This design comes from an exercise in tuning for small area on the open sky130 flow, not from production work.
Function was checked by simulation only, so behaviour that the tests miss may differ from the original.
Power figures rest on the tool's default switching activity, not on a simulated workload.

==> flow/design.v <==
module bmp280_spi_uart_v2005
#(
  parameter CLK_HZ = 50000,
  parameter BAUD   = 5000,
  parameter SCK_HZ = 12500
)(
  input  wire clk,
  input  wire rst_n,
  output wire spi_csn,
  output wire spi_sck,
  output wire spi_mosi,
  input  wire spi_miso,
  output wire uart_tx
);
  reg [6:0] g;                  
  wire [5:0] t = g[5:0];
  wire eow = (t == 6'd63);
  reg [6:0] pc;
  reg [7:0] j;
  reg first, f2;
  reg sp;
  wire [1:0] cls;
  wire [4:0] xs;
  wire [3:0] ys;
  wire [1:0] kys;
  wire [2:0] kms;
  wire [2:0] msrc;
  wire [3:0] jc;
  wire [1:0] jend;
  wire mmul;
  wire fsub;
  wire clr;
  wire mdiv;
  wire mdve;
  wire md10;
  wire conv;
  wire isT;
  wire [1:0] subm;
  wire dA;
  wire dB;
  wire dC;
  wire dD;
  wire whi;
  wire bsx;
  wire xinv;
  wire ltsign;
  wire lnz;
  wire ldsign;
  wire nzg;
  wire [7:0] chr;
  wire [1:0] ctype;
  wire pre_en;
  wire pre_hex;
  wire [3:0] pre_idx;
  wire [2:0] spit;
  wire lastpc;
  assign cls[0] = (pc == 7'd0) | (pc == 7'd18) | (pc == 7'd27) | (pc == 7'd28) | (pc == 7'd29) | (pc == 7'd30) | (pc == 7'd31) | (pc == 7'd32) | (pc == 7'd34) | (pc == 7'd103);
  assign cls[1] = (pc == 7'd1) | (pc == 7'd2) | (pc == 7'd3) | (pc == 7'd4) | (pc == 7'd5) | (pc == 7'd6) | (pc == 7'd7) | (pc == 7'd8) | (pc == 7'd9) | (pc == 7'd10) | (pc == 7'd11) | (pc == 7'd12) | (pc == 7'd13) | (pc == 7'd14) | (pc == 7'd15) | (pc == 7'd16) | (pc == 7'd17) | (pc == 7'd18) | (pc == 7'd19) | (pc == 7'd20) | (pc == 7'd21) | (pc == 7'd22) | (pc == 7'd23) | (pc == 7'd24) | (pc == 7'd25) | (pc == 7'd26) | (pc == 7'd27) | (pc == 7'd29) | (pc == 7'd30) | (pc == 7'd31) | (pc == 7'd34) | (pc == 7'd83) | (pc == 7'd84) | (pc == 7'd85) | (pc == 7'd86) | (pc == 7'd87) | (pc == 7'd88) | (pc == 7'd89) | (pc == 7'd90) | (pc == 7'd91) | (pc == 7'd92) | (pc == 7'd93) | (pc == 7'd94) | (pc == 7'd95) | (pc == 7'd96) | (pc == 7'd97) | (pc == 7'd98) | (pc == 7'd99) | (pc == 7'd100) | (pc == 7'd101) | (pc == 7'd102);
  assign xs[0] = (pc == 7'd36) | (pc == 7'd37) | (pc == 7'd41) | (pc == 7'd46) | (pc == 7'd47) | (pc == 7'd49) | (pc == 7'd53) | (pc == 7'd55) | (pc == 7'd61) | (pc == 7'd68) | (pc == 7'd70) | (pc == 7'd72) | (pc == 7'd75) | (pc == 7'd76) | (pc == 7'd77) | (pc == 7'd78) | (pc == 7'd81);
  assign xs[1] = (pc == 7'd39) | (pc == 7'd45) | (pc == 7'd46) | (pc == 7'd55) | (pc == 7'd68) | (pc == 7'd72) | (pc == 7'd74) | (pc == 7'd78) | (pc == 7'd81);
  assign xs[2] = (pc == 7'd35) | (pc == 7'd36) | (pc == 7'd39) | (pc == 7'd45) | (pc == 7'd46) | (pc == 7'd55) | (pc == 7'd59) | (pc == 7'd61) | (pc == 7'd63) | (pc == 7'd68) | (pc == 7'd80);
  assign xs[3] = (pc == 7'd43) | (pc == 7'd45) | (pc == 7'd46) | (pc == 7'd55) | (pc == 7'd61) | (pc == 7'd63) | (pc == 7'd72) | (pc == 7'd74) | (pc == 7'd77) | (pc == 7'd80);
  assign xs[4] = (pc == 7'd44) | (pc == 7'd47);
  assign ys[0] = (pc == 7'd18) | (pc == 7'd27) | (pc == 7'd29) | (pc == 7'd30) | (pc == 7'd31) | (pc == 7'd34) | (pc == 7'd35) | (pc == 7'd36) | (pc == 7'd37) | (pc == 7'd40) | (pc == 7'd42) | (pc == 7'd48) | (pc == 7'd50) | (pc == 7'd51) | (pc == 7'd53) | (pc == 7'd56) | (pc == 7'd60) | (pc == 7'd66) | (pc == 7'd67) | (pc == 7'd73) | (pc == 7'd75) | (pc == 7'd79);
  assign ys[1] = (pc == 7'd18) | (pc == 7'd27) | (pc == 7'd29) | (pc == 7'd30) | (pc == 7'd31) | (pc == 7'd34) | (pc == 7'd38) | (pc == 7'd43) | (pc == 7'd46) | (pc == 7'd52) | (pc == 7'd53) | (pc == 7'd54) | (pc == 7'd56) | (pc == 7'd58) | (pc == 7'd61) | (pc == 7'd62) | (pc == 7'd64) | (pc == 7'd66) | (pc == 7'd67) | (pc == 7'd69) | (pc == 7'd71) | (pc == 7'd73) | (pc == 7'd74) | (pc == 7'd75) | (pc == 7'd76);
  assign ys[2] = (pc == 7'd18) | (pc == 7'd27) | (pc == 7'd29) | (pc == 7'd30) | (pc == 7'd31) | (pc == 7'd34) | (pc == 7'd35) | (pc == 7'd36) | (pc == 7'd37) | (pc == 7'd42) | (pc == 7'd45) | (pc == 7'd50) | (pc == 7'd55) | (pc == 7'd57) | (pc == 7'd76);
  assign ys[3] = (pc == 7'd44) | (pc == 7'd59) | (pc == 7'd78) | (pc == 7'd81);
  assign kys[0] = (pc == 7'd42) | (pc == 7'd76);
  assign kys[1] = (pc == 7'd50) | (pc == 7'd76);
  assign kms[0] = (pc == 7'd52) | (pc == 7'd54) | (pc == 7'd58) | (pc == 7'd62) | (pc == 7'd71);
  assign kms[1] = (pc == 7'd58) | (pc == 7'd60) | (pc == 7'd71) | (pc == 7'd73);
  assign kms[2] = (pc == 7'd51) | (pc == 7'd52) | (pc == 7'd54) | (pc == 7'd71) | (pc == 7'd73);
  assign msrc[0] = (pc == 7'd38) | (pc == 7'd51) | (pc == 7'd52) | (pc == 7'd54) | (pc == 7'd58) | (pc == 7'd60) | (pc == 7'd62) | (pc == 7'd69) | (pc == 7'd71) | (pc == 7'd73);
  assign msrc[1] = (pc == 7'd38) | (pc == 7'd51) | (pc == 7'd52) | (pc == 7'd54) | (pc == 7'd58) | (pc == 7'd60) | (pc == 7'd62) | (pc == 7'd64) | (pc == 7'd71) | (pc == 7'd73);
  assign msrc[2] = (pc == 7'd56);
  assign jc[0] = (pc == 7'd27) | (pc == 7'd28) | (pc == 7'd37) | (pc == 7'd50) | (pc == 7'd53) | (pc == 7'd55) | (pc == 7'd57) | (pc == 7'd59) | (pc == 7'd63) | (pc == 7'd68) | (pc == 7'd70) | (pc == 7'd72) | (pc == 7'd80);
  assign jc[1] = (pc == 7'd17) | (pc == 7'd26) | (pc == 7'd27) | (pc == 7'd28) | (pc == 7'd29) | (pc == 7'd30) | (pc == 7'd37) | (pc == 7'd41) | (pc == 7'd47) | (pc == 7'd57) | (pc == 7'd59) | (pc == 7'd68) | (pc == 7'd70) | (pc == 7'd72) | (pc == 7'd77) | (pc == 7'd102);
  assign jc[2] = (pc == 7'd17) | (pc == 7'd26) | (pc == 7'd28) | (pc == 7'd29) | (pc == 7'd30) | (pc == 7'd31) | (pc == 7'd33) | (pc == 7'd37) | (pc == 7'd55) | (pc == 7'd57) | (pc == 7'd59) | (pc == 7'd63) | (pc == 7'd70) | (pc == 7'd72) | (pc == 7'd102);
  assign jc[3] = (pc == 7'd28) | (pc == 7'd33) | (pc == 7'd39) | (pc == 7'd41) | (pc == 7'd47) | (pc == 7'd50) | (pc == 7'd51) | (pc == 7'd61) | (pc == 7'd63) | (pc == 7'd68) | (pc == 7'd102);
  assign jend[0] = (pc == 7'd52);
  assign jend[1] = (pc == 7'd42);
  assign mmul = (pc == 7'd38) | (pc == 7'd40) | (pc == 7'd42) | (pc == 7'd48) | (pc == 7'd51) | (pc == 7'd52) | (pc == 7'd54) | (pc == 7'd56) | (pc == 7'd58) | (pc == 7'd60) | (pc == 7'd62) | (pc == 7'd69) | (pc == 7'd71) | (pc == 7'd73);
  assign fsub = (pc == 7'd38) | (pc == 7'd40) | (pc == 7'd42) | (pc == 7'd48) | (pc == 7'd51) | (pc == 7'd52) | (pc == 7'd56) | (pc == 7'd58) | (pc == 7'd60) | (pc == 7'd62) | (pc == 7'd69) | (pc == 7'd71) | (pc == 7'd73);
  assign clr = (pc == 7'd38) | (pc == 7'd40) | (pc == 7'd42) | (pc == 7'd48) | (pc == 7'd56) | (pc == 7'd58) | (pc == 7'd60) | (pc == 7'd62) | (pc == 7'd64) | (pc == 7'd69) | (pc == 7'd71) | (pc == 7'd73);
  assign mdiv = (pc == 7'd64);
  assign mdve = (pc == 7'd65);
  assign md10 = (pc == 7'd78) | (pc == 7'd81);
  assign conv = (pc == 7'd77) | (pc == 7'd78) | (pc == 7'd80) | (pc == 7'd81);
  assign isT = (pc == 7'd81);
  assign subm[0] = (pc == 7'd35) | (pc == 7'd36) | (pc == 7'd37) | (pc == 7'd44) | (pc == 7'd55) | (pc == 7'd66) | (pc == 7'd78) | (pc == 7'd81);
  assign subm[1] = (pc == 7'd57) | (pc == 7'd66);
  assign dA = (pc == 7'd33) | (pc == 7'd36) | (pc == 7'd38) | (pc == 7'd40) | (pc == 7'd42) | (pc == 7'd43) | (pc == 7'd46) | (pc == 7'd48) | (pc == 7'd50) | (pc == 7'd51) | (pc == 7'd52) | (pc == 7'd53) | (pc == 7'd54) | (pc == 7'd56) | (pc == 7'd58) | (pc == 7'd60) | (pc == 7'd62) | (pc == 7'd64) | (pc == 7'd67) | (pc == 7'd69) | (pc == 7'd71) | (pc == 7'd73) | (pc == 7'd74) | (pc == 7'd75) | (pc == 7'd76) | (pc == 7'd77) | (pc == 7'd78) | (pc == 7'd79) | (pc == 7'd80) | (pc == 7'd81);
  assign dB = (pc == 7'd35) | (pc == 7'd41) | (pc == 7'd44) | (pc == 7'd47);
  assign dC = (pc == 7'd37) | (pc == 7'd39) | (pc == 7'd45) | (pc == 7'd49) | (pc == 7'd59) | (pc == 7'd61) | (pc == 7'd63) | (pc == 7'd68) | (pc == 7'd70) | (pc == 7'd72);
  assign dD = (pc == 7'd33) | (pc == 7'd55) | (pc == 7'd57) | (pc == 7'd66);
  assign whi = (pc == 7'd47);
  assign bsx = (pc == 7'd48) | (pc == 7'd51) | (pc == 7'd60);
  assign xinv = (pc == 7'd80);
  assign ltsign = (pc == 7'd46);
  assign lnz = (pc == 7'd63);
  assign ldsign = (pc == 7'd57);
  assign nzg = (pc == 7'd77);
  assign chr[0] = (pc == 7'd2) | (pc == 7'd8) | (pc == 7'd10) | (pc == 7'd16) | (pc == 7'd19) | (pc == 7'd21) | (pc == 7'd84) | (pc == 7'd85) | (pc == 7'd93) | (pc == 7'd101);
  assign chr[1] = (pc == 7'd1) | (pc == 7'd4) | (pc == 7'd8) | (pc == 7'd12) | (pc == 7'd13) | (pc == 7'd17) | (pc == 7'd26) | (pc == 7'd89) | (pc == 7'd102);
  assign chr[2] = (pc == 7'd2) | (pc == 7'd12) | (pc == 7'd16) | (pc == 7'd20) | (pc == 7'd21) | (pc == 7'd83) | (pc == 7'd84) | (pc == 7'd85) | (pc == 7'd89) | (pc == 7'd93) | (pc == 7'd101);
  assign chr[3] = (pc == 7'd2) | (pc == 7'd5) | (pc == 7'd10) | (pc == 7'd17) | (pc == 7'd19) | (pc == 7'd21) | (pc == 7'd23) | (pc == 7'd26) | (pc == 7'd84) | (pc == 7'd85) | (pc == 7'd89) | (pc == 7'd93) | (pc == 7'd101) | (pc == 7'd102);
  assign chr[4] = (pc == 7'd3) | (pc == 7'd4) | (pc == 7'd5) | (pc == 7'd6) | (pc == 7'd8) | (pc == 7'd9) | (pc == 7'd12) | (pc == 7'd13) | (pc == 7'd14) | (pc == 7'd15) | (pc == 7'd16) | (pc == 7'd21) | (pc == 7'd22) | (pc == 7'd23) | (pc == 7'd83) | (pc == 7'd84) | (pc == 7'd92) | (pc == 7'd93) | (pc == 7'd100);
  assign chr[5] = (pc == 7'd4) | (pc == 7'd5) | (pc == 7'd6) | (pc == 7'd7) | (pc == 7'd11) | (pc == 7'd12) | (pc == 7'd13) | (pc == 7'd14) | (pc == 7'd15) | (pc == 7'd16) | (pc == 7'd21) | (pc == 7'd22) | (pc == 7'd23) | (pc == 7'd84) | (pc == 7'd85) | (pc == 7'd89) | (pc == 7'd91) | (pc == 7'd93);
  assign chr[6] = (pc == 7'd1) | (pc == 7'd2) | (pc == 7'd3) | (pc == 7'd8) | (pc == 7'd9) | (pc == 7'd10) | (pc == 7'd12) | (pc == 7'd19) | (pc == 7'd20) | (pc == 7'd23) | (pc == 7'd83) | (pc == 7'd92) | (pc == 7'd100);
  assign chr[7] = 1'b0;
  assign ctype[0] = (pc == 7'd85) | (pc == 7'd86) | (pc == 7'd87) | (pc == 7'd88) | (pc == 7'd90) | (pc == 7'd94) | (pc == 7'd95) | (pc == 7'd96) | (pc == 7'd97) | (pc == 7'd98) | (pc == 7'd99);
  assign ctype[1] = (pc == 7'd24) | (pc == 7'd25) | (pc == 7'd85);
  assign pre_en = (pc == 7'd23) | (pc == 7'd24) | (pc == 7'd85) | (pc == 7'd86) | (pc == 7'd87) | (pc == 7'd89) | (pc == 7'd93) | (pc == 7'd94) | (pc == 7'd95) | (pc == 7'd96) | (pc == 7'd97) | (pc == 7'd98);
  assign pre_hex = (pc == 7'd23) | (pc == 7'd24);
  assign pre_idx[0] = (pc == 7'd23) | (pc == 7'd86) | (pc == 7'd89) | (pc == 7'd94) | (pc == 7'd96) | (pc == 7'd98);
  assign pre_idx[1] = (pc == 7'd23) | (pc == 7'd24) | (pc == 7'd87) | (pc == 7'd89) | (pc == 7'd95) | (pc == 7'd96);
  assign pre_idx[2] = (pc == 7'd23) | (pc == 7'd24) | (pc == 7'd97) | (pc == 7'd98);
  assign pre_idx[3] = (pc == 7'd23) | (pc == 7'd24) | (pc == 7'd85) | (pc == 7'd86) | (pc == 7'd87) | (pc == 7'd89);
  assign spit[0] = (pc == 7'd27) | (pc == 7'd30) | (pc == 7'd34);
  assign spit[1] = (pc == 7'd29) | (pc == 7'd30);
  assign spit[2] = (pc == 7'd31) | (pc == 7'd34);
  assign lastpc = (pc == 7'd103);
  wire cbit = ((pc == 7'd44) & ((t == 6'd10) | (t == 6'd12) | (t == 6'd13) | (t == 6'd14) | (t == 6'd15) | (t == 6'd16))) | ((pc == 7'd46) & ((t == 6'd7))) | ((pc == 7'd55) & ((t == 6'd51))) | ((pc == 7'd59) & ((t == 6'd47)));
  reg [7:0] jsn;
  always @* case (jc)
    4'd0: jsn = 8'd0;
    4'd1: jsn = 8'd3;
    4'd2: jsn = 8'd5;
    4'd3: jsn = 8'd6;
    4'd4: jsn = 8'd12;
    4'd5: jsn = 8'd13;
    4'd6: jsn = 8'd15;
    4'd7: jsn = 8'd16;
    4'd8: jsn = 8'd17;
    4'd9: jsn = 8'd18;
    4'd10: jsn = 8'd33;
    4'd11: jsn = 8'd52;
    4'd12: jsn = 8'd55;
    4'd13: jsn = 8'd64;
    4'd14: jsn = 8'd75;
    4'd15: jsn = 8'd199;
    default: jsn = 8'd0;
  endcase
  reg [63:0] A, B, C, D;
  reg [191:0] KR;               
  reg Aprev, s32, b32, ksY, ksM, mcap, m, cy, q1, q2, c5, rsign, dsign, tsign, nz, z0;
  reg [2:0] r5;
  reg [3:0] dg;
  wire isALU  = (cls == 2'd0);
  wire isCHAR = (cls == 2'd2);
  wire isSPI  = (cls == 2'd3);
  wire raw    = (spit == 3'd5);
  wire bitend = raw ? eow : (t[4:0] == 5'd31);
  wire sbits  = isSPI & ~sp;
  assign spi_csn = ~sbits;
  assign spi_sck = sbits & (raw ? t[5] : t[4]);
  reg [7:0] cmdb, datb; reg [4:0] cmdpos;
  always @* begin
    case (spit)
      3'd0: begin cmdb = 8'hD0; datb = 8'h00; cmdpos = 5'd1;  end
      3'd1: begin cmdb = 8'h60; datb = 8'hB6; cmdpos = 5'd1;  end
      3'd2: begin cmdb = 8'h88; datb = 8'h00; cmdpos = 5'd24; end
      3'd3: begin cmdb = 8'h74; datb = 8'h27; cmdpos = 5'd1;  end
      3'd4: begin cmdb = 8'h75; datb = 8'h00; cmdpos = 5'd1;  end
      default: begin cmdb = 8'hF7; datb = 8'h00; cmdpos = 5'd6; end
    endcase
  end
  assign spi_mosi = (j[7:3] == cmdpos) ? cmdb[j[2:0]] : ((j[7:3] == 5'd0) ? datb[j[2:0]] : 1'b0);
  wire calw = sbits & ((spit == 3'd0) | (spit == 3'd2)) & ~(j[7] & j[6]) & t[4] & (t[3:0] == {~j[3], j[2:0]});
  wire rawt = sbits & raw & (t == j[5:0]);
  wire rawA = rawt & (j[7:3] < 5'd3);
  wire rawD = rawt & ((j[7:3] == 5'd5) | (j[7:3] == 5'd4) | ((j[7:3] == 5'd3) & j[2]));
  wire last = (j == ((jend == 2'd1) ? 8'd3 : (jend == 2'd2) ? 8'd12 : 8'd0));
  always @(posedge clk or negedge rst_n) begin
    if (!rst_n) begin
      g <= 7'd0; pc <= 7'd0; j <= 8'd15; first <= 1'b1; f2 <= 1'b0; sp <= 1'b0;
    end else begin : seq
      reg adv;
      adv = 1'b0;
      g <= g + 7'd1;
      case (cls)
        2'd0, 2'd1: if (eow) begin if (last) adv = 1'b1; else j <= j - 8'd1; end
        2'd2: if (g == 7'd127) adv = 1'b1;
        default:
          if (!sp) begin
            if (bitend) begin if (j == 8'd0) sp <= 1'b1; else j <= j - 8'd1; end
          end else if (g == 7'd127) begin sp <= 1'b0; adv = 1'b1; end
      endcase
      if (adv) begin
        pc <= lastpc ? 7'd33 : pc + 7'd1;
        j <= jsn; first <= 1'b1; f2 <= 1'b0;
      end else if (eow) begin first <= 1'b0; f2 <= first; end
    end
  end
  wire [11:0] kout;
  genvar gi;
  generate for (gi = 0; gi < 12; gi = gi + 1) begin : kr
    assign kout[gi] = KR[16*gi+15];
    wire we = calw & (j[7:4] == (4'd11 - gi));
    always @(posedge clk) KR[16*gi +: 16] <= {KR[16*gi +: 15], we ? spi_miso : KR[16*gi+15]};
  end endgenerate
  reg kyo, kmo; wire kysg = (kys != 2'd0);
  always @* case (kys) 2'd0: kyo = kout[0]; 2'd1: kyo = kout[2]; 2'd2: kyo = kout[6]; default: kyo = kout[9]; endcase
  wire [2:0] kmsel = kms;
  always @* case (kmsel)
    3'd0: kmo = kout[1]; 3'd1: kmo = kout[3]; 3'd2: kmo = kout[4]; 3'd3: kmo = kout[5];
    3'd4: kmo = kout[7]; 3'd5: kmo = kout[8]; 3'd6: kmo = kout[10]; default: kmo = kout[11];
  endcase
  wire kmsg = (kmsel != 3'd1);
  wire lo16 = (t[5:4] == 2'b00);
  wire kys_s = lo16 ? kyo : (kysg & ksY);
  wire kms_s = lo16 ? kmo : (kmsg & ksM);
  wire muldiv = mmul | mdiv;
  wire [4:0] xe = muldiv ? ((f2 & clr) ? 5'd0 : 5'd2) : xs;
  wire setup = muldiv & first;           
  reg xr, xm;
  always @* begin
    case (xe)
      5'd1:  xr = A[63];
      5'd2:  xr = (t == 6'd0) ? (mdiv & m) : Aprev;
      5'd3:  xr = A[62];
      5'd4:  xr = A[55];
      5'd5:  xr = A[56];
      5'd6:  xr = A[52];
      5'd7:  xr = A[50];
      5'd8:  xr = A[49];
      5'd9:  xr = A[47];
      5'd10: xr = A[44];
      5'd11: xr = A[38];
      5'd12: xr = A[30];
      5'd13: xr = A[11];
      5'd14: xr = A[1];
      5'd15: xr = cbit;
      5'd16: xr = (t[5] == 1'b0) ? A[63] : s32;
      5'd17: xr = A[24];
      default: xr = 1'b0;
    endcase
    case (xe)
      5'd3:  xm = (t == 6'd63);
      5'd4:  xm = (t >= 6'd56);
      5'd7:  xm = (t >= 6'd51);
      5'd9:  xm = t[5] | ~nz;
      5'd10: xm = (t >= 6'd45);
      5'd11: xm = (t >= 6'd39);
      5'd12: xm = (t >= 6'd31);
      5'd13: xm = (t < 6'd12);
      5'd14: xm = (t < 6'd2);
      default: xm = 1'b0;
    endcase
  end
  wire xiv = xinv & tsign;
  wire X = (xr ^ xiv) & ~xm;
  wire dgs = (t == 6'd0) ? dg[1] : (t == 6'd1) ? dg[2] : (t == 6'd2) ? dg[3] : 1'b0;
  reg yr;
  always @* case (ys)
    4'd1: yr = (bsx & (t > 6'd32)) ? b32 : B[63];
    4'd2: yr = C[63];
    4'd3: yr = D[63];
    4'd4: yr = A[63];
    4'd5: yr = kys_s;
    4'd6: yr = (t < 6'd12) ? 1'b0 : (t < 6'd28) ? KR[16*9+11] : ksY;
    4'd7: yr = spi_miso;
    4'd8: yr = md10 ? dgs : cbit;
    default: yr = 1'b0;
  endcase
  reg sub;
  always @* begin
    if (mmul) sub = f2 & fsub;
    else if (mdiv) sub = f2 | ~rsign;
    else case (subm) 2'd1: sub = 1'b1; 2'd2: sub = rsign; 2'd3: sub = dsign; default: sub = 1'b0; endcase
  end
  wire yg  = mmul ? (yr & m) : yr;
  wire Y   = yg ^ sub;
  wire cin = (t == 6'd0) ? (sub | xiv) : cy;
  wire Z   = X ^ Y ^ cin;
  wire q   = Z ^ q2 ^ c5;
  wire W   = md10 ? q : Z;
  wire [2:0] msel = msrc;
  wire [7:0] jn = j - 8'd1;
  reg mbit;
  wire c3125 = (t == 6'd0) | (t == 6'd2) | (t == 6'd4) | (t == 6'd5) | (t == 6'd10) | (t == 6'd11);
  always @* case (msel)
    3'd0: mbit = B[63]; 3'd1: mbit = C[63]; 3'd2: mbit = D[63]; 3'd3: mbit = kms_s; default: mbit = c3125;
  endcase
  wire capt = (t == jn[5:0]);
  wire digst = isALU & md10 & (t[5:2] == {isT, j[2:0]});
  wire qwr   = isALU & ((mdiv & ~first & ~f2 & (t == j[5:0] + 6'd1)) | (mdve & (t == 6'd0)));
  wire weA = (isALU & dA & ~setup) | rawA;
  wire weB = (isALU & dB & (~whi | (t > 6'd32))) | digst;
  wire weC = isALU & dC;
  wire weD = (isALU & dD) | rawD | qwr;
  always @(posedge clk) begin
    A  <= {A[62:0], weA ? W : A[63]};
    B  <= {B[62:0], weB ? (digst ? dg[t[1:0]] : W) : B[63]};
    C  <= {C[62:0], weC ? W : C[63]};
    D  <= {D[62:0], weD ? (qwr ? ~rsign : W) : D[63]};
  end
  reg [2:0] r5n; reg [2:0] wt;
  wire [3:0] r5s = {1'b0, r5} + {1'b0, wt};
  always @* begin
    case (t[1:0]) 2'd0: wt = 3'd1; 2'd1: wt = 3'd2; 2'd2: wt = 3'd4; default: wt = 3'd3; endcase
    if (t == 6'd0) r5n = {2'b00, W};
    else if (!W) r5n = r5;
    else r5n = r5s[3:0] >= 4'd5 ? r5s - 4'd5 : r5s[2:0];
  end
  wire [3:0] crt = (r5[0] == z0) ? {1'b0, r5} : ({1'b0, r5} + 4'd5);
  always @(posedge clk) begin
    Aprev <= A[63];
    cy <= (X & Y) | (X & cin) | (Y & cin);
    if (eow) begin q1 <= 1'b0; q2 <= 1'b0; c5 <= 1'b0; end
    else begin q1 <= q; q2 <= q1; c5 <= (q & q2) | (q & c5) | (q2 & c5); end
    if (t == 6'd31) s32 <= A[63];
    if (t == 6'd32) b32 <= B[63];
    if (t == 6'd15) begin ksY <= kyo; ksM <= kmo; end
    if (capt) mcap <= mbit;
    if (eow) m <= (jn[5:0] == 6'd63) ? mbit : mcap;
    if (eow) rsign <= W;
    if (isALU & ldsign & (t == 6'd0)) dsign <= rsign;
    if (isALU & ltsign & (t == 6'd39)) tsign <= W;
    if (isALU & lnz) nz <= (t == 6'd0) ? W : (nz | W);
    r5 <= r5n;
    if (t == 6'd0) z0 <= W;
    if (isALU & conv & eow) dg <= crt;
    else if (isCHAR & pre_en & g[6] & (t[5:2] == pre_idx)) dg <= {pre_hex ? kout[11] : B[63], dg[3:1]};
  end
  reg [2:0] bidx;
  always @* begin
    if (g < 7'd24) bidx = 3'd0;
    else if (g < 7'd35) bidx = 3'd1;
    else if (g < 7'd46) bidx = 3'd2;
    else if (g < 7'd57) bidx = 3'd3;
    else if (g < 7'd68) bidx = 3'd4;
    else if (g < 7'd79) bidx = 3'd5;
    else if (g < 7'd90) bidx = 3'd6;
    else bidx = 3'd7;
  end
  wire hexa = dg[3] & (dg[2] | dg[1]);
  wire [7:0] chv = (ctype == 2'd1 || (ctype == 2'd2 && !hexa)) ? {4'h3, dg} :
                   (ctype == 2'd2) ? {4'h4, dg + 4'd7} : chr;
  wire emit = isCHAR & ~((ctype == 2'd3) & ~tsign);
  wire ustart = (g < 7'd13);
  wire ustop  = (g >= 7'd101);
  assign uart_tx = ~emit | (~ustart & (ustop | chv[bidx]));
endmodule
==> flow/flow/run.sh <==
#!/bin/bash
# Standard layout, with clock tree synthesis told not to add dummy loads.
set -euo pipefail
bash standard.sh "CTS_ARGS=-sink_clustering_enable -repair_clock_nets -dont_use_dummy_load" finish > flow_make.log 2>&1
==> flow/standard.sh <==
#!/bin/bash
# synth_recipe.tcl (not shown) runs the flow's synth.tcl, then flattens the netlist and writes it again
# the make line also repeats each setting of config.mk as NAME=value (left out here)
make -C /OpenROAD-flow-scripts/flow DESIGN_CONFIG=/design/flow/config.mk WORK_HOME=/design/flow/orfs CLKGATE_MAP_FILE= SYNTH_SCRIPT=/design/flow/synth_recipe.tcl "${@:-finish}"
==> flow/config.mk <==
export PLATFORM = sky130hd
export DESIGN_NAME = bmp280_spi_uart_v2005
export DESIGN_NICKNAME = bmp280_spi_uart_v2005
export VERILOG_FILES = /design/flow/design.v
export SDC_FILE = /design/flow/constraint.sdc
export NUM_CORES = 8
export LEC_CHECK = 0
export ABC_AREA = 1
export CAP_MARGIN = 20
export CORE_MARGIN = 2
export CORE_UTILIZATION = 33
export GPL_TIMING_DRIVEN = 0
export PLACE_DENSITY = 0.5
export SLEW_MARGIN = 20
export SYNTH_MEMORY_MAX_BITS = 16384
==> flow/constraint.sdc <==
create_clock -name core_clock -period 1000.0 [get_ports {clk}]
set_input_delay 200.0000 -clock core_clock [delete_from_list [all_inputs] [get_ports {clk}]]
set_output_delay 200.0000 -clock core_clock [all_outputs]
set_load 0.01 [all_outputs]
==> results of run 1 <==
## worst min-delay path by stage
stage	endpoint	slack [ns]	depth (start not counted)
global route	KR[83]	0.31	0
global placement	C[26]	0.31	0
CTS	B[62]	0.31	0
finish	KR[83]	0.31	0
detailed placement	A[11]	0.31	0
floorplan	A[10]	0.31	0
## sequential cells by signal (all words and copies together), names as in the netlist, 4 cells and up, named ones only
signal  flops
KR        192
j           8
dg          4
A          64
D          64
g           7
C          64
B          64
pc          7
## critical path: stages, from the launching register on
cell and delay, ns:
dfrtp_1 0.39, inv_1 0.15, ha_1 0.32, nand3_2 0.29
nor2_1 0.42, nor2_4 0.14, nand3_1 0.12, nor3_1 0.04
nor3b_2 0.16, nand2_4 0.12, clkinv_4 0.09, nor2_4 0.16
inv_1 0.10, a211oi_1 0.27, clkdlybuf4s50_1 0.60
## layout by cell type (no fill, tap or decap), types with 9 or more instances in the layout
cell	count
dfxtp_1	455
inv_1	123
nand3_2	13
dfrtp_1	20
nor2_1	168
nor2_4	9
o21ai_1	13
ha_1	26
nand2_1	268
clkbuf_1	12
nand4_1	31
a21oi_1	52
inv_2	30
nor3_1	43
o211ai_1	19
o21ai_0	51
nand3_1	88
xor2_1	32
edfxtp_1	16
nand2_2	12
clkbuf_16	47
nor2_2	18
## kinds of logic (layout without fill, tap and decap cells)
kind of cell             count (synthesis)  in the layout
XOR/XNOR                                35             35
multiplexers                             3              3
AND/OR/NAND/NOR                        691            691
buffers and inverters                  189            243
adder cells (fa/ha/maj)                 28             28
flip-flops                             496            496
AO/OA/AOI/OAI                          187            187
## layer usage
layer	share of wire	vias up	global-route usage
li1	-	5410	-
met1	0.48	5307	0.229
met2	0.43	323	0.255
met3	0.053	89	0.0269
met4	0.037	0	0.0722
met5	0	-	0
## final cells by class
class	instances	area [um^2]
Clock buffer	47	1180
Tap cell	622	778
Multi-Input combinational cell	944	5160
Buffer	29	176
Inverter	160	611
Sequential cell	496	10200
Timing Repair Buffer	7	75.1
Fill cell	4919	30500
## power breakdown
group / switching [mW] / internal, mW / leakage, nW
registers: 0.00000579 / 0.0199 / 4.13
logic: 0.0000404 / 0.0000139 / 3.22
clock network: 0.00635 / 0.00821 / 0.579
## per-stage QoR
step,utilization,area [um^2],setup slack [ns],hold slack [ns]
final,0.374,18200,796.08,0.306
after global routing,0.374,18200,795.85,0.309
after CTS,0.374,18200,795.99,0.308
after detailed placement,0.350,17000,796.10,0.312
after global placement,0.349,17000,796.10,0.310
after floorplan,-,16200,797.77,0.310
==> impl_metrics.ini, run 1 <==
[worst_setup_path]
critical_path.endpoint_type = primary output
timing.critical_path.fanout_max = 7
rr_endpoint = C[0]
worst-endpoint-arrival_ns = 3.92
worst_setup_path_start_kind = flip-flop
worst-setup-path-type = reg -> out
crit-reg2reg-launch = g[1]
cp_capture_point = spi_sck
worst_r2r_path_depth = 26
crit_required_ns = 800.00
worst_setup_path_startpoint = pc[0]
timing.reg2reg.setup_slack_ns = 994.46

[cts]
cts_htree_levels = 2
cts_tree = built
root_buffer = clkbuf_16
cts_hold_buf = 0
clock_tree.buffer_depth = 3
cts.repair_timing.setup_buffer_count = 0
cts_inserted_buffers = 47
cts.repair.resized = 0
clk_latency_ns = 0.57
worst_setup_hold_path_clk_slew_ns = 0.06
clock-sinks = 496

[floorplan]
ios = 7
die_y_um = 225
std_cell_rows = 81
die_w_um = 225
initial_standard_cell_utilization_of_the_core = 0.332
core-area_um2 = 48600
fp.dieArea_um2 = 50800

[yosys]
dominant_combinational_cell_family_by_area_after_synthesis = simple AND/OR/NAND/NOR gates
synth-seq-cells = 496
yosysWarnings = 1
post_synth_mux_area_share = 0.00201
synthTopCellsByArea = dfxtp_1, nand2_1, nor2_1, dfrtp_1, edfxtp_1
cell_count_after_synthesis = 1629
yosysMostFrequentCell = dfxtp_1
post-synth-top-area-cell = dfxtp_1
syn_nets = 1660
ys_async_sr_fraction = 0.0504
netlist.area_leader.share = 0.564
synth_compound_area_frac = 0.0708
synthFlopType = dfxtp_1
post_synth_most_frequent_cells = dfxtp_1, nand2_1, nor2_1, inv_1, nand3_1
synth.yosys.seq_area_share = 0.632
synthAdderAreaFrac = 0.0226
post_synth_num_cell_types = 68
synth-xor-area-share = 0.0190
synth_area_um2 = 16200
synth_area_per_inst_um2 = 9.92
synth_enable_flop_cells = 16
synth-simple-area-share = 0.205

[route]
route.detailed.vias_per_inst = 4.83
drt_iter0_drc = 842
post_drt_wl_per_cell_um = 17.9
antenna_violating_nets_left = 0
drc_errors = 0
drt_wl_total_um = 41200
num_vias = 11100
detail_route.first_pass.iterations = 6

[timing]
hold_viol_final = 0
max_freq_mhz = 4.90
finalCritPeriodShare = 0.204
post-route-min-period_ns = 203.92
finalSetupViolations = 0
finalMaxSlewViolations = 0
worstMarginPinSlew_ns = 0.974
grt_setup_unrepaired = no
slew_headroom = 0.344
finalClockSkew_ns = 0.0517
setup_tns_ns = 0

[flow_run]
cap_violations = 0

[finish]
finalNonFillerCells = 2305
post_route_cells_drive_above_1_share = 0.110
finalNetCount = 1716
syn_to_final_growth_pct = 12.6
antenna_diodes = 0

[placement]
port_buffers = 6
placed_cells = 2258
gp_routability_congestion = 0.960
dp_hpwl_um = 31000

[grt]
grt_max_degree = 22
overflow = 0
grt_pass1_wl_um = 63000
grt_pass1_vias = 10600
global_route.usage.total = 0.165
antenna_violations_before_repair = 0

[power_and_ir_drop]
total_power_uw = 34.5
power.leakage_nw = 7.92
ir_drop_v = 0.00000164
powerDensity_nw_per_um2 = 1.90

[min_path]
min-delay-start = KR[82]
timing.hold.worst.class = reg -> reg

[status]
outcome = complete, no violations
==> run 2, diff against run 1 <==
==> flow/run.sh (new file) <==
#!/bin/bash
# synth_recipe.tcl (not shown) runs the flow's synth.tcl, then flattens the netlist and writes it again
# the make line also repeats each setting of config.mk as NAME=value (left out here)
make -C /OpenROAD-flow-scripts/flow DESIGN_CONFIG=/design/flow/config.mk WORK_HOME=/design/flow/orfs CLKGATE_MAP_FILE= SYNTH_SCRIPT=/design/flow/synth_recipe.tcl finish
--- a/flow/config.mk
+++ b/flow/config.mk
@@ -10,4 +10,7 @@
 export CORE_MARGIN = 2
 export CORE_UTILIZATION = 33
+export CTS_BUF_LIST = sky130_fd_sc_hd__clkbuf_8
+export CTS_CLUSTER_DIAMETER = 60
+export CTS_CLUSTER_SIZE = 18
 export GPL_TIMING_DRIVEN = 0
 export PLACE_DENSITY = 0.5
removed: flow/flow/run.sh
removed: flow/standard.sh
==> impl_metrics.ini, run 2 <==
[worst_setup_path]
worst-path-stages = 14
timing.reg2reg.setup_slack_ns = 994.44
crit-reg2reg-launch = g[1]
crit_path_max_incr_delay_ns = 0.60
crit_path_top_delay_cell = clkdlybuf4s50_1
worst_r2r_path_depth = 26
rr_endpoint = C[0]
critical_path_buf_inv_count = 4
cp_capture_point = spi_sck
worst_setup_path_start_kind = flip-flop
critical_path.cell_chain = inv_1 -> ha_1 -> nand3_2 -> nor2_1 -> nor2_4 -> nand3_1 -> nor3_1 -> nor3b_2 -> nand2_4 -> clkinv_4 -> nor2_4 -> inv_1 -> a211oi_1 -> clkdlybuf4s50_1
cp_top_family = simple AND/OR/NAND/NOR gates
worst_setup_path_startpoint = pc[0]
worst-endpoint-arrival_ns = 4.03
crit_required_ns = 800.00
timing.critical_path.fanout_max = 7
critical_path.endpoint_type = primary output
worst-setup-path-type = reg -> out

[grt]
antenna_violations_before_repair = 2
grt_util_met3 = 0.0272
busiest_layer = met2
grt_pass1_wl_um = 62800
overflow = 0
grt_max_degree = 22
grt_pass1_vias = 10600
grt_util_met1 = 0.230
use_met2 = 0.253
global_route.usage.total = 0.165

[yosys]
netlist.area_leader.share = 0.564
yosysWarnings = 1
synth_enable_flop_cells = 16
post_synth_num_cell_types = 68
ys_async_sr_fraction = 0.0504
yosysMostFrequentCell = dfxtp_1
post_synth_most_frequent_cells = dfxtp_1, nand2_1, nor2_1, inv_1, nand3_1
synth-seq-cells = 496
post-synth-top-area-cell = dfxtp_1
synthTopCellsByArea = dfxtp_1, nand2_1, nor2_1, dfrtp_1, edfxtp_1
synth.yosys.seq_area_share = 0.632
synth_area_um2 = 16200
synthFlopType = dfxtp_1
synth_area_per_inst_um2 = 9.92
syn_nets = 1660
cell_count_after_synthesis = 1629

[finish]
finalNetCount = 1708
finalInstanceArea_um2 = 17700
number_of_flip_flops_in_the_largest_register = 192
syn_to_final_growth_pct = 9.58
register_bank_with_the_most_flops = KR
layout.cells.most_common = dfxtp_1
highest_count_cells_in_the_layout_ignoring_fill_and_taps = dfxtp_1, nand2_1, nor2_1
multi_input_area_um2 = 5160
regArea_um2 = 10200
post_route_cells_drive_above_1_share = 0.111
fill_cells = 4979

[floorplan]
core-area_um2 = 48600
die_y_um = 225
std_cell_rows = 81
fp.dieArea_um2 = 50800
ios = 7
initial_standard_cell_utilization_of_the_core = 0.332
die_w_um = 225

[cts]
cts_hold_buf = 0
clock-sinks = 496
worst_setup_hold_path_clk_slew_ns = 0.08
root_buffer = clkbuf_8
clk_latency_ns = 0.62
cts.repair.resized = 0
cts_tree = built
cts_inserted_buffers = 39
cts.repair_timing.setup_buffer_count = 0
clock_tree.buffer_depth = 3
cts_htree_levels = 2

[placement]
port_buffers = 6
place_area_um2 = 17000
dp_hpwl_um = 31000
gp_routability_congestion = 0.960
pre_cts_ws_ns = 796.10

[power_and_ir_drop]
power.share.clock = 0.338
comb_power_share = 0.002
swShare = 0.211
power.leakage_nw = 7.72
powerDensity_nw_per_um2 = 1.70
p_int_uw = 23.7
total_power_uw = 30.1
ir_drop_v = 0.00000174
switching_power_uw = 6.36
seq_power_share = 0.660

[route]
drt_wl_total_um = 41100
antenna_violating_nets_left = 0
post_drt_wl_per_cell_um = 17.8
drc_errors = 0
num_vias = 11100
detail_route.first_pass.iterations = 5
route.detailed.vias_per_inst = 4.80
drt_iter0_drc = 953

[timing]
post-route-min-period_ns = 204.03
finalSetupViolations = 0
setup_tns_ns = 0
finalClockSkew_ns = 0.0336
max_freq_mhz = 4.90
fin_ws_ns = 795.97
worstMarginPinSlew_ns = 0.980
finalCritPeriodShare = 0.204
hold_viol_final = 0
finalMaxSlewViolations = 0
grt_setup_unrepaired = no
slew_headroom = 0.340

[min_path]
timing.hold.worst.class = reg -> reg

[flow_run]
cap_violations = 0

[status]
outcome = complete, no violations
-- run 2: cell counts after synthesis --
No cell type changed its count.
-- run 2: per-layer routing --
| metal | up-vias | wire [um] |
|---|---|---|
| met2 | 320 | 17900 |
| li1 | 5413 | - |
| met5 | - | 0 |
| met3 | 88 | 2160 |
| met4 | 0 | 1490 |
| met1 | 5301 | 19600 |
-- run 2: area by class of cell --
type / instances / area share
clock buffer: 39 / 0.0303
sequential: 496 / 0.577
clock inverter: 18 / 0.00855
inverter: 160 / 0.0345
tap: 622 / 0.0439
antenna: 1 / 0.000141
multi-input combinational: 944 / 0.291
timing repair buffer: 7 / 0.00424
buffer: 29 / 0.00996
-- run 2: worst min path at each step --
stage               start     to  slack (ns)  depth (start not counted)
floorplan            A[9]  A[10]        0.31                          0
finish              B[59]  B[60]        0.31                          0
global placement    C[25]  C[26]        0.31                          0
CTS                 B[59]  B[60]        0.30                          0
detailed placement  A[10]  A[11]        0.31                          0
global route        B[59]  B[60]        0.31                          0
-- run 2: cells by family after synthesis --
group | after synthesis | share of synthesized area
buffers and inverters | 189 | 0.0487
XOR/XNOR | 35 | 0.0190
flip-flops | 496 | 0.632
AO/OA/AOI/OAI | 187 | 0.0708
adder cells (fa/ha/maj) | 28 | 0.0226
AND/OR/NAND/NOR | 691 | 0.205
multiplexers | 3 | 0.00201
-- run 2: power groups by stage --
| stage | combinational, mW | clock, mW | sequential [mW] |
|---|---|---|---|
| after floorplan | 0.00000837 | 0 | 0.0203 |
| final | 0.0000566 | 0.0102 | 0.0199 |
| after global placement | 0.0000509 | 0 | 0.0203 |
| after detailed placement | 0.0000595 | 0 | 0.0203 |
| after global routing | 0.0000614 | 0.0114 | 0.0199 |
| after CTS | 0.0000592 | 0.0107 | 0.0199 |
-- run 2: metrics by stage --
stage,utilization,hold WS (ns),std cells
3_5_place_dp,0.350,0.312,2258
6_report,0.364,0.306,2316
4_1_cts,0.364,0.303,2315
3_3_place_gp,0.349,0.310,2257
2_1_floorplan,-,0.310,1629
5_1_grt,0.364,0.310,2316
==> run 3, diff against run 2 <==
--- a/flow/config.mk
+++ b/flow/config.mk
@@ -10,7 +10,7 @@
 export CORE_MARGIN = 2
 export CORE_UTILIZATION = 33
-export CTS_BUF_LIST = sky130_fd_sc_hd__clkbuf_8
+export CTS_BUF_LIST = sky130_fd_sc_hd__clkbuf_16
 export CTS_CLUSTER_DIAMETER = 60
-export CTS_CLUSTER_SIZE = 18
+export CTS_CLUSTER_SIZE = 30
 export GPL_TIMING_DRIVEN = 0
 export PLACE_DENSITY = 0.5
==> impl_metrics.ini, run 3 <==
[status]
outcome = complete, no violations

[route]
antenna_violating_nets_left = 0
post_drt_wl_per_cell_um = 17.6
drc_errors = 0
route.detailed.vias_per_inst = 4.81
num_vias = 11100
detail_route.first_pass.iterations = 6
drt_wl_total_um = 40600
drt_iter0_drc = 848

[flow_run]
cap_violations = 0

[yosys]
syn_nets = 1660
post_synth_most_frequent_cells = dfxtp_1, nand2_1, nor2_1, inv_1, nand3_1
synth_area_per_inst_um2 = 9.92
synthFlopType = dfxtp_1
netlist.area_leader.share = 0.564
post-synth-top-area-cell = dfxtp_1
synth_enable_flop_cells = 16
synth-seq-cells = 496
ys_async_sr_fraction = 0.0504
post_synth_num_cell_types = 68
synth_area_um2 = 16200
cell_count_after_synthesis = 1629
yosysWarnings = 1
synthTopCellsByArea = dfxtp_1, nand2_1, nor2_1, dfrtp_1, edfxtp_1
synth.yosys.seq_area_share = 0.632
yosysMostFrequentCell = dfxtp_1

[cts]
cts_hold_buf = 0
cts_tree = built
cts.repair.resized = 0
cts_inserted_buffers = 28
clock_tree.buffer_depth = 3
clk_latency_ns = 0.60
worst_setup_hold_path_clk_slew_ns = 0.09
cts.repair_timing.setup_buffer_count = 0
cts_htree_levels = 1
root_buffer = clkbuf_16
clock-sinks = 496

[finish]
register_bank_with_the_most_flops = KR
antenna_diodes = 0
layout.cells.most_common = dfxtp_1
syn_to_final_growth_pct = 12.0
fill_cells = 4937
number_of_flip_flops_in_the_largest_register = 192
post_route_cells_drive_above_1_share = 0.110
highest_count_cells_in_the_layout_ignoring_fill_and_taps = dfxtp_1, nand2_1, nor2_1
finalNetCount = 1697
final_core_utilization = 0.372

[worst_setup_path]
timing.reg2reg.setup_slack_ns = 994.51
cp_capture_point = spi_sck
timing.critical_path.fanout_max = 7
worst_r2r_path_depth = 26
crit-reg2reg-launch = g[1]
worst_setup_path_startpoint = pc[0]
worst-endpoint-arrival_ns = 3.98
worst_setup_path_start_kind = flip-flop
worst-setup-path-type = reg -> out
rr_endpoint = C[0]
critical_path.endpoint_type = primary output
crit_required_ns = 800.00

[placement]
gp_routability_congestion = 0.960
dp_hpwl_um = 31000
port_buffers = 6
pre_cts_ws_ns = 796.10

[min_path]
timing.hold.worst.class = reg -> reg

[timing]
grt_setup_unrepaired = no
slew_headroom = 0.403
post-route-min-period_ns = 203.98
worstMarginPinSlew_ns = 0.886
max_freq_mhz = 4.90
finalSetupViolations = 0
hold_viol_final = 0
setup_tns_ns = 0
finalClockSkew_ns = 0.0251
finalCritPeriodShare = 0.204
finalMaxSlewViolations = 0
fin_ws_ns = 796.02

[grt]
global_route.usage.total = 0.162
grt_pass1_vias = 10400
overflow = 0
grt_pass1_wl_um = 62400
antenna_violations_before_repair = 1
grt_max_degree = 31

[floorplan]
initial_standard_cell_utilization_of_the_core = 0.332
ios = 7
core-area_um2 = 48600
die_w_um = 225
std_cell_rows = 81
die_y_um = 225
fp.dieArea_um2 = 50800

[power_and_ir_drop]
ir_drop_v = 0.00000156
powerDensity_nw_per_um2 = 1.84
power.leakage_nw = 7.86
-- run 3: cells by family after synthesis --
| kind of cell | Yosys count | share of synthesized area |
|---|---|---|
| AOI/OAI and AO/OA | 187 | 0.0708 |
| xor gates and xnor gates | 35 | 0.0190 |
| adders and majority gates | 28 | 0.0226 |
| buffers and inverters | 189 | 0.0487 |
| DFF | 496 | 0.632 |
| muxes | 3 | 0.00201 |
| and+or+nand+nor | 691 | 0.205 |
-- run 3: area by class of cell --
| type | count | area [um^2] | share of cell area |
|---|---|---|---|
| Timing Repair Buffer | 7 | 75.1 | 0.00415 |
| Multi-Input combinational cell | 944 | 5160 | 0.285 |
| Clock buffer | 28 | 701 | 0.0387 |
| Tap cell | 622 | 778 | 0.0430 |
| Buffer | 29 | 176 | 0.00975 |
| Clock inverter | 21 | 380 | 0.0210 |
| Sequential cell | 496 | 10200 | 0.565 |
| Inverter | 160 | 611 | 0.0337 |
-- run 3: worst max-delay path: stages (launching register included) --
cell and delay (ns):
dfrtp_1 0.41, inv_1 0.15, ha_1 0.31, nand3_2 0.28
nor2_1 0.40, nor2_4 0.15, nand3_1 0.12, nor3_1 0.04
nor3b_2 0.16, nand2_4 0.12, clkinv_4 0.09, nor2_4 0.16
inv_1 0.10, a211oi_1 0.28, clkdlybuf4s50_1 0.60
-- run 3: power breakdown --
part / switching (mW) / total, mW / internal (mW)
sequential: 0.00000551 / 0.0199 / 0.0199
combinational: 0.0000395 / 0.0000566 / 0.0000139
clock: 0.00722 / 0.0135 / 0.00624
-- run 3: how the worst min path moves through the flow --
stage	from	slack, ns	to	cells past startpoint
after floorplan	A[9]	0.31	A[10]	0
after global placement	C[25]	0.31	C[26]	0
after detailed placement	A[10]	0.31	A[11]	0
after CTS	B[59]	0.31	B[60]	0
after global routing	B[59]	0.32	B[60]	0
final	B[59]	0.31	B[60]	0
-- run 3: through the flow --
stage                     power, mW  hold WS [ns]  cell area, um^2  std cells
after floorplan              0.0203         0.310            16200       1629
after global placement       0.0204         0.310            17000       2257
after detailed placement     0.0204         0.312            17000       2258
after CTS                    0.0339         0.308            18100       2307
after global routing         0.0346         0.315            18100       2307
final                        0.0334         0.310            18100       2307
-- run 3: routing by layer --
| metal | vias to the layer above | global-route usage | routed length (um) |
|---|---|---|---|
| met5 | - | 0 | 0 |
| met4 | 0 | 0.0551 | 1370 |
| met3 | 76 | 0.0252 | 2460 |
| met2 | 340 | 0.252 | 17600 |
| met1 | 5277 | 0.230 | 19200 |
| li1 | 5395 | - | - |
==> run 4, diff against run 3 <==
--- a/flow/config.mk
+++ b/flow/config.mk
@@ -7,10 +7,8 @@
 export LEC_CHECK = 0
 export ABC_AREA = 1
+export ABC_CLOCK_PERIOD_IN_PS = 1000000
 export CAP_MARGIN = 20
 export CORE_MARGIN = 2
 export CORE_UTILIZATION = 33
-export CTS_BUF_LIST = sky130_fd_sc_hd__clkbuf_16
-export CTS_CLUSTER_DIAMETER = 60
-export CTS_CLUSTER_SIZE = 30
 export GPL_TIMING_DRIVEN = 0
 export PLACE_DENSITY = 0.5
==> impl_metrics.ini, run 4 <==
[status]
outcome = complete, no violations

[cts]
cts_tree = built
root_buffer = clkbuf_16
cts.repair.resized = 0
clk_latency_ns = 0.58
cts_inserted_buffers = 47
cts_htree_levels = 2
cts_hold_buf = 0
clock_tree.buffer_depth = 3
worst_setup_hold_path_clk_slew_ns = 0.06
clock-sinks = 496
cts.repair_timing.setup_buffer_count = 0

[worst_setup_path]
crit-reg2reg-launch = g[1]
worst_setup_path_start_kind = flip-flop
worst-setup-path-type = reg -> out
cp_top_family = simple AND/OR/NAND/NOR gates
crit_required_ns = 800.00
timing.critical_path.fanout_max = 7
critical_path.cell_chain = inv_1 -> ha_1 -> nand3_2 -> nor2_1 -> nor2_4 -> nand3_1 -> nor3_1 -> nor3b_2 -> nand2_4 -> clkinv_4 -> nor2_4 -> inv_1 -> a211oi_1 -> clkdlybuf4s50_1
critical_path.endpoint_type = primary output
worst_setup_path_startpoint = pc[0]
worst-endpoint-arrival_ns = 4.00
crit_path_max_incr_delay_ns = 0.60
critical_path_buf_inv_count = 4
crit_path_top_delay_cell = clkdlybuf4s50_1

[finish]
highest_count_cells_in_the_layout_ignoring_fill_and_taps = dfxtp_1, nand2_1, nor2_1
antenna_diodes = 0
finalNetCount = 1716
number_of_flip_flops_in_the_largest_register = 192
post_route_cells_drive_above_1_share = 0.121
syn_to_final_growth_pct = 14.5
layout.cells.most_common = dfxtp_1
register_bank_with_the_most_flops = KR

[yosys]
synth_area_um2 = 16200
yosysWarnings = 1
ys_async_sr_fraction = 0.0504
synthFlopType = dfxtp_1
synth-xor-area-share = 0.0190
synth_compound_area_frac = 0.0708
post-synth-top-area-cell = dfxtp_1
dominant_combinational_cell_family_by_area_after_synthesis = simple AND/OR/NAND/NOR gates
post_synth_most_frequent_cells = dfxtp_1, nand2_1, nor2_1, inv_1, nand3_1
netlist.area_leader.share = 0.564
post_synth_num_cell_types = 68
cell_count_after_synthesis = 1629
synth_area_per_inst_um2 = 9.92
synth.yosys.seq_area_share = 0.632
post_synth_mux_area_share = 0.00201
synthAdderAreaFrac = 0.0226
yosysMostFrequentCell = dfxtp_1
synth-simple-area-share = 0.205
syn_nets = 1660
synth-seq-cells = 496
synthTopCellsByArea = dfxtp_1, nand2_1, nor2_1, dfrtp_1, edfxtp_1
synth_enable_flop_cells = 16

[route]
antenna_violating_nets_left = 0
num_vias = 11200
route.detailed.vias_per_inst = 4.78
drt_wl_total_um = 41400
drt_iter0_drc = 952
drc_errors = 0
detail_route.first_pass.iterations = 6
post_drt_wl_per_cell_um = 17.7

[placement]
pre_cts_ws_ns = 796.10
gp_routability_congestion = 0.960
dp_hpwl_um = 31000
port_buffers = 6

[timing]
finalSetupViolations = 0
slew_headroom = 0.333
finalClockSkew_ns = 0.0274
max_freq_mhz = 4.90
worstMarginPinSlew_ns = 0.990
post-route-min-period_ns = 204.00
fin_ws_ns = 796.00
hold_viol_final = 0
finalMaxSlewViolations = 0
setup_tns_ns = 0
finalCritPeriodShare = 0.204
grt_setup_unrepaired = no

[grt]
grt_pass1_vias = 10700
antenna_violations_before_repair = 0
grt_pass1_wl_um = 63300
grt_max_degree = 22
overflow = 0
global_route.usage.total = 0.166

[min_path]
timing.hold.worst.class = reg -> reg
min-delay-start = A[60]

[power_and_ir_drop]
power.leakage_nw = 8.06
ir_drop_v = 0.00000190
comb_power_share = 0.002
switching_power_uw = 7.14
seq_power_share = 0.543
swShare = 0.195
power.share.clock = 0.456
powerDensity_nw_per_um2 = 1.98
p_int_uw = 29.5

[floorplan]
initial_standard_cell_utilization_of_the_core = 0.332
core-area_um2 = 48600
ios = 7
die_y_um = 225
fp.dieArea_um2 = 50800
std_cell_rows = 81
die_w_um = 225

[flow_run]
cap_violations = 0
[run 4: cell counts after synthesis]
No cell type changed its count.
[run 4: final cells by class]
class                   count  area (um^2)
clock inverters            14          153
clock buffers              64         1330
inverters                 160          611
fillers                  4902        30100
well taps                 622          778
multi-input cells         944         5160
flip-flops and latches    496        10200
plain buffers              29          176
repair buffers              7         75.1
[run 4: worst paths after layout]
path / slack (ns) / to / depth (start not counted)
setup / recovery: 796.00 / spi_sck / 14
setup reg to reg: 994.45 / C[0] / 26
hold reg to reg: 0.30 / A[61] / 0
min in group asynchronous: 199.24 / j[4] / 1
max in group asynchronous: 800.30 / first / 2
hold / removal: 0.30 / A[61] / 0
[run 4: cell families after synthesis]
logic type / Yosys count
DFF: 496
muxes: 3
adders and majority gates: 28
xor gates and xnor gates: 35
and+or+nand+nor: 691
AOI/OAI and AO/OA: 187
buffers and inverters: 189
[run 4: stage by stage]
step                instance area [um^2]  instances  power, mW   util  hold slack (ns)
floorplan                          16200       1629     0.0203      -            0.310
global placement                   17000       2257     0.0204  0.349            0.310
detailed placement                 17000       2258     0.0204  0.350            0.312
CTS                                18500       2336     0.0373  0.380            0.308
global route                       18500       2336     0.0380  0.380            0.321
finish                             18500       2336     0.0367  0.380            0.302
[run 4: routing by layer]
metal,part of all wire,vias up,global-route usage,routed length (um)
met5,0,-,0,0
met4,0.035,0,0.0728,1430
met3,0.051,76,0.0271,2120
met2,0.44,324,0.255,18100
met1,0.48,5320,0.230,19800
li1,-,5438,-,-
[run 4: worst reg2reg max path, delay by kind of cell, from the launching register on]
kind | cells | cell delay (ns)
xor+xnor | 1 | 0.18
buf+inv | 6 | 1.45
mux | 1 | 0.51
compound gates | 2 | 0.34
flops | 1 | 0.42
fa+ha+maj | 2 | 0.84
simple gates | 14 | 1.62
[run 4: power by group through the flow]
stage | Clock (mW) | Sequential (mW) | Combinational, mW
after floorplan | 0 | 0.0203 | 0.00000837
after global routing | 0.0181 | 0.0199 | 0.0000614
after global placement | 0 | 0.0203 | 0.0000509
after CTS | 0.0173 | 0.0199 | 0.0000592
final | 0.0167 | 0.0199 | 0.0000570
after detailed placement | 0 | 0.0203 | 0.0000595
==> run 5, diff against run 4 <==
==> flow/flow/run.sh (new file) <==
#!/bin/bash
# Own layout flow:
#  1. the standard synthesis (standard.sh synth), unchanged;
#  2. its combinational logic re-mapped for area with a stronger ABC script
#     (resynth.ys, opt.abc); every register instance is kept as it is, same
#     name and cell;
#  3. the standard layout from that netlist, with clock tree synthesis
#     using clkbuf_8 clusters and no dummy loads.
# Each tool's output goes to a log file of its own in this folder.
set -euo pipefail
W=$PWD
R=$W/orfs/results/$FLOW_PLATFORM/bmp280_spi_uart_v2005/base
L=$W/orfs/logs/$FLOW_PLATFORM/bmp280_spi_uart_v2005/base
bash standard.sh synth > log_1_standard_synth.txt 2>&1
cp "$R/1_2_yosys.v" "$W/synth_standard.v"
LIB=$FLOW_HOME/platforms/$FLOW_PLATFORM/lib/sky130_fd_sc_hd__tt_025C_1v80.lib
DU=$(grep -o -- '-dont_use [A-Za-z0-9_]*' "$L/1_2_yosys.log" | sort -u | tr '\n' ' ')
YOSYS=$FLOW_HOME/../tools/install/yosys/bin/yosys
[ -x "$YOSYS" ] || YOSYS=yosys
sed -e "s|@LIB@|$LIB|g" -e "s|@DU@|$DU|g" -e "s|@IN@|$W/synth_standard.v|g" \
    -e "s|@OUT@|$W/synth_resynth.v|g" -e "s|@ABC@|$W/flow/opt.abc|g" -e "s|@TOP@|$FLOW_TOP|g" \
    flow/resynth.ys > "$W/resynth_run.ys"
"$YOSYS" -s "$W/resynth_run.ys" > log_2_resynth.txt 2>&1
cp "$W/synth_resynth.v" "$R/1_2_yosys.v"
rm -f "$R/1_synth.odb" "$R/1_synth.sdc"
bash standard.sh "CTS_ARGS=-sink_clustering_enable -repair_clock_nets -dont_use_dummy_load -buf_list sky130_fd_sc_hd__clkbuf_8 -sink_clustering_size 18 -sink_clustering_max_diameter 60" finish > log_3_standard_layout.txt 2>&1
==> flow/flow/opt.abc (new file) <==
&get -n
&deepsyn -T 60
&put
dch -f
amap
strash
dch -f
amap
topo
==> flow/flow/resynth.ys (new file) <==
# Re-map the combinational logic of the standard synthesis netlist for area.
# Register cells are kept as hierarchy (not flattened), so every register
# instance keeps its name and cell type.
read_liberty -ignore_miss_func @LIB@
read_verilog @IN@
hierarchy -top @TOP@
setattr -mod -set keep_hierarchy 1 sky130_fd_sc_hd__df* sky130_fd_sc_hd__edf* sky130_fd_sc_hd__sdf* sky130_fd_sc_hd__dl* sky130_fd_sc_hd__conb*
flatten
opt_clean
abc -liberty @LIB@ @DU@ -script @ABC@
opt_clean -purge
splitnets
opt_clean -purge
hilomap -singleton -hicell sky130_fd_sc_hd__conb_1 HI -locell sky130_fd_sc_hd__conb_1 LO
select @TOP@
stat -liberty @LIB@
write_verilog -noattr -nohex -nodec -selected @OUT@
==> flow/standard.sh (new file) <==
#!/bin/bash
# synth_recipe.tcl (not shown) runs the flow's synth.tcl, then flattens the netlist and writes it again
# the make line also repeats each setting of config.mk as NAME=value (left out here)
make -C /OpenROAD-flow-scripts/flow DESIGN_CONFIG=/design/flow/config.mk WORK_HOME=/design/flow/orfs CLKGATE_MAP_FILE= SYNTH_SCRIPT=/design/flow/synth_recipe.tcl "${@:-finish}"
--- a/flow/config.mk
+++ b/flow/config.mk
@@ -7,5 +7,4 @@
 export LEC_CHECK = 0
 export ABC_AREA = 1
-export ABC_CLOCK_PERIOD_IN_PS = 1000000
 export CAP_MARGIN = 20
 export CORE_MARGIN = 2
removed: flow/run.sh
==> impl_metrics.ini, run 5 <==
[worst_setup_path]
crit_path_max_incr_delay_ns = 0.83
rr_endpoint = r5[1]
critical_path.cell_chain = clkinv_1 -> nor2_1 -> clkinv_1 -> o21ai_0 -> nor2_1 -> a221o_1 -> a221oi_1 -> a21o_1 -> nand2b_1 -> a31oi_1 -> o21ai_0 -> clkdlybuf4s50_1
critical_path.endpoint_type = primary output
crit-reg2reg-launch = pc[2]
worst_r2r_path_depth = 25
worst_setup_path_startpoint = pc[2]
worst-endpoint-arrival_ns = 5.81
worst_setup_path_start_kind = flip-flop
crit_path_top_delay_cell = clkinv_1
timing.reg2reg.setup_slack_ns = 991.72
worst-setup-path-type = reg -> out
crit_required_ns = 800.00
timing.critical_path.fanout_max = 16

[cts]
cts.repair.resized = 0
clock-sinks = 496
cts_tree = built
cts_hold_buf = 0
clk_latency_ns = 0.60
cts.repair_timing.setup_buffer_count = 0
root_buffer = clkbuf_8
cts_inserted_buffers = 37
cts_htree_levels = 2
clock_tree.buffer_depth = 3
worst_setup_hold_path_clk_slew_ns = 0.10

[floorplan]
ios = 7
die_w_um = 210
fp.dieArea_um2 = 44100
std_cell_rows = 75
core-area_um2 = 41900
die_y_um = 210
initial_standard_cell_utilization_of_the_core = 0.334

[placement]
dp_hpwl_um = 28000
port_buffers = 6
placed_cells = 1818
gp_routability_congestion = 0.923

[route]
drt_wl_total_um = 38200
antenna_violating_nets_left = 0
drt_iter0_drc = 796
num_vias = 9256
detail_route.first_pass.iterations = 6
post_drt_wl_per_cell_um = 20.6
drc_errors = 0
route.detailed.vias_per_inst = 4.99

[yosys]
yosysWarnings = 1
synth_area_per_inst_um2 = 11.0
synth_area_um2 = 14000
syn_nets = 1274
cell_count_after_synthesis = 1271

[grt]
overflow = 0
grt_pass1_vias = 9107
grt_pass1_wl_um = 57500
global_route.usage.total = 0.177
grt_max_degree = 19
antenna_violations_before_repair = 0

[timing]
slew_headroom = 0.249
hold_viol_final = 0
finalClockSkew_ns = 0.0824
finalSetupViolations = 0
finalCritPeriodShare = 0.206
worstMarginPinSlew_ns = 1.12
post-route-min-period_ns = 205.81
grt_setup_unrepaired = no
max_freq_mhz = 4.86
setup_tns_ns = 0
finalMaxSlewViolations = 0

[finish]
number_of_flip_flops_in_the_largest_register = 192
highest_count_cells_in_the_layout_ignoring_fill_and_taps = dfxtp_1, nor2_1, clkinv_1
syn_to_final_growth_pct = 9.18
layout.cells.most_common = dfxtp_1
finalNonFillerCells = 1856
finalNetCount = 1321
final_core_utilization = 0.364
register_bank_with_the_most_flops = KR
post_route_cells_drive_above_1_share = 0.0350

[power_and_ir_drop]
powerDensity_nw_per_um2 = 1.88
ir_drop_v = 0.00000135
power.leakage_nw = 5.67

[min_path]
timing.hold.worst.class = reg -> reg
worstHoldEndpoint = A[1]
min-delay-start = A[0]
worst_hold_path_depth = 0

[status]
outcome = complete, no violations

[flow_run]
cap_violations = 0
## run 5: changes by cell type in the layout (fill, tap and decap cells not counted), sizes merged, moves of 31 or more
cell	before	now
clkbuf	76	37
clkinv	13	120
inv	157	0
nand2	286	73
nand3	105	14
nand4	33	2
nor2	196	230
xor2	32	0
## run 5: layer usage
metal / global-route usage / wire length, um
met5: 0 / 0
met4: 0.0785 / 1450
met3: 0.0280 / 1990
met2: 0.270 / 16700
met1: 0.248 / 18100
## run 5: worst max-delay path by stage
stage / depth (start not counted) / end / slack, ns
2_1_floorplan: 16 / uart_tx / 797.15
3_3_place_gp: 12 / uart_tx / 794.85
3_5_place_dp: 12 / uart_tx / 794.97
4_1_cts: 12 / uart_tx / 794.28
5_1_grt: 18 / uart_tx / 794.03
6_report: 12 / uart_tx / 794.19
## run 5: layout make-up
type                            instances  area [um^2]
Timing Repair Buffer                    8         86.3
Clock buffer                           37          509
Fill cell                            4179        26700
Tap cell                              539          674
Inverter                              120          450
Multi-Input combinational cell        655         3340
Antenna cell                            1         2.50
Sequential cell                       496        10200
## run 5: per-stage QoR
stage / power (mW) / cell area (um^2) / hold slack [ns] / worst slack [ns]
2_1_floorplan: 0.0203 / 14000 / 0.310 / 797.15
3_3_place_gp: 0.0203 / 14700 / 0.310 / 794.85
3_5_place_dp: 0.0204 / 14800 / 0.312 / 794.97
4_1_cts: 0.0293 / 15300 / 0.266 / 794.28
5_1_grt: 0.0301 / 15300 / 0.280 / 794.03
6_report: 0.0288 / 15300 / 0.275 / 794.19
## run 5: worst max-delay path, delay by kind of cell, from the launching register on
| family | cells | cell delay [ns] |
|---|---|---|
| buf+inv | 3 | 1.81 |
| compound gates | 6 | 1.76 |
| simple gates | 3 | 0.83 |
| flops | 1 | 0.82 |
## run 5: where the power goes
group | switching, mW | internal (mW)
Clock | 0.00555 | 0.00334
Sequential | 0 | 0.0198
Combinational | 0.0000409 | 0.0000165
Total | 0.00559 | 0.0232

==> separate check: timing with driven ports <==
No port has a modelled driver above. Below, the same layouts with a new extraction and two added sets of constraints.
Step 1 assumes that a clkbuf_16 drives the clock port and a buf_2 every other input.
Step 2, shift: input delay + t, output delay - t, t = (earliest + latest rising clock arrival at the registers) / 2. This alone moves slack from input paths to output paths.
Three values: ideal ports, drivers, drivers and shift; two values: the first two.
| run | t (ns) | setup WS [ns] | slew at the worst register clock pin (ns) | cell pins on the clock port's net |
|---|---|---|---|---|
| run 1 | 0.595 | 796.077 / 796.023 / 796.407 | 0.06 / 0.06 | 1 |
| run 2 | 0.652 | 795.973 / 795.923 / 796.441 | 0.10 / 0.10 | 1 |
| run 3 | 0.643 | 796.024 / 795.969 / 796.430 | 0.10 / 0.10 | 1 |
| run 4 | 0.621 | 796.002 / 795.948 / 796.403 | 0.07 / 0.07 | 1 |
| run 5 | 0.613 | 794.194 / 794.145 / 794.757 | 0.10 / 0.10 | 1 |
After both steps every run listed still meets setup and hold.
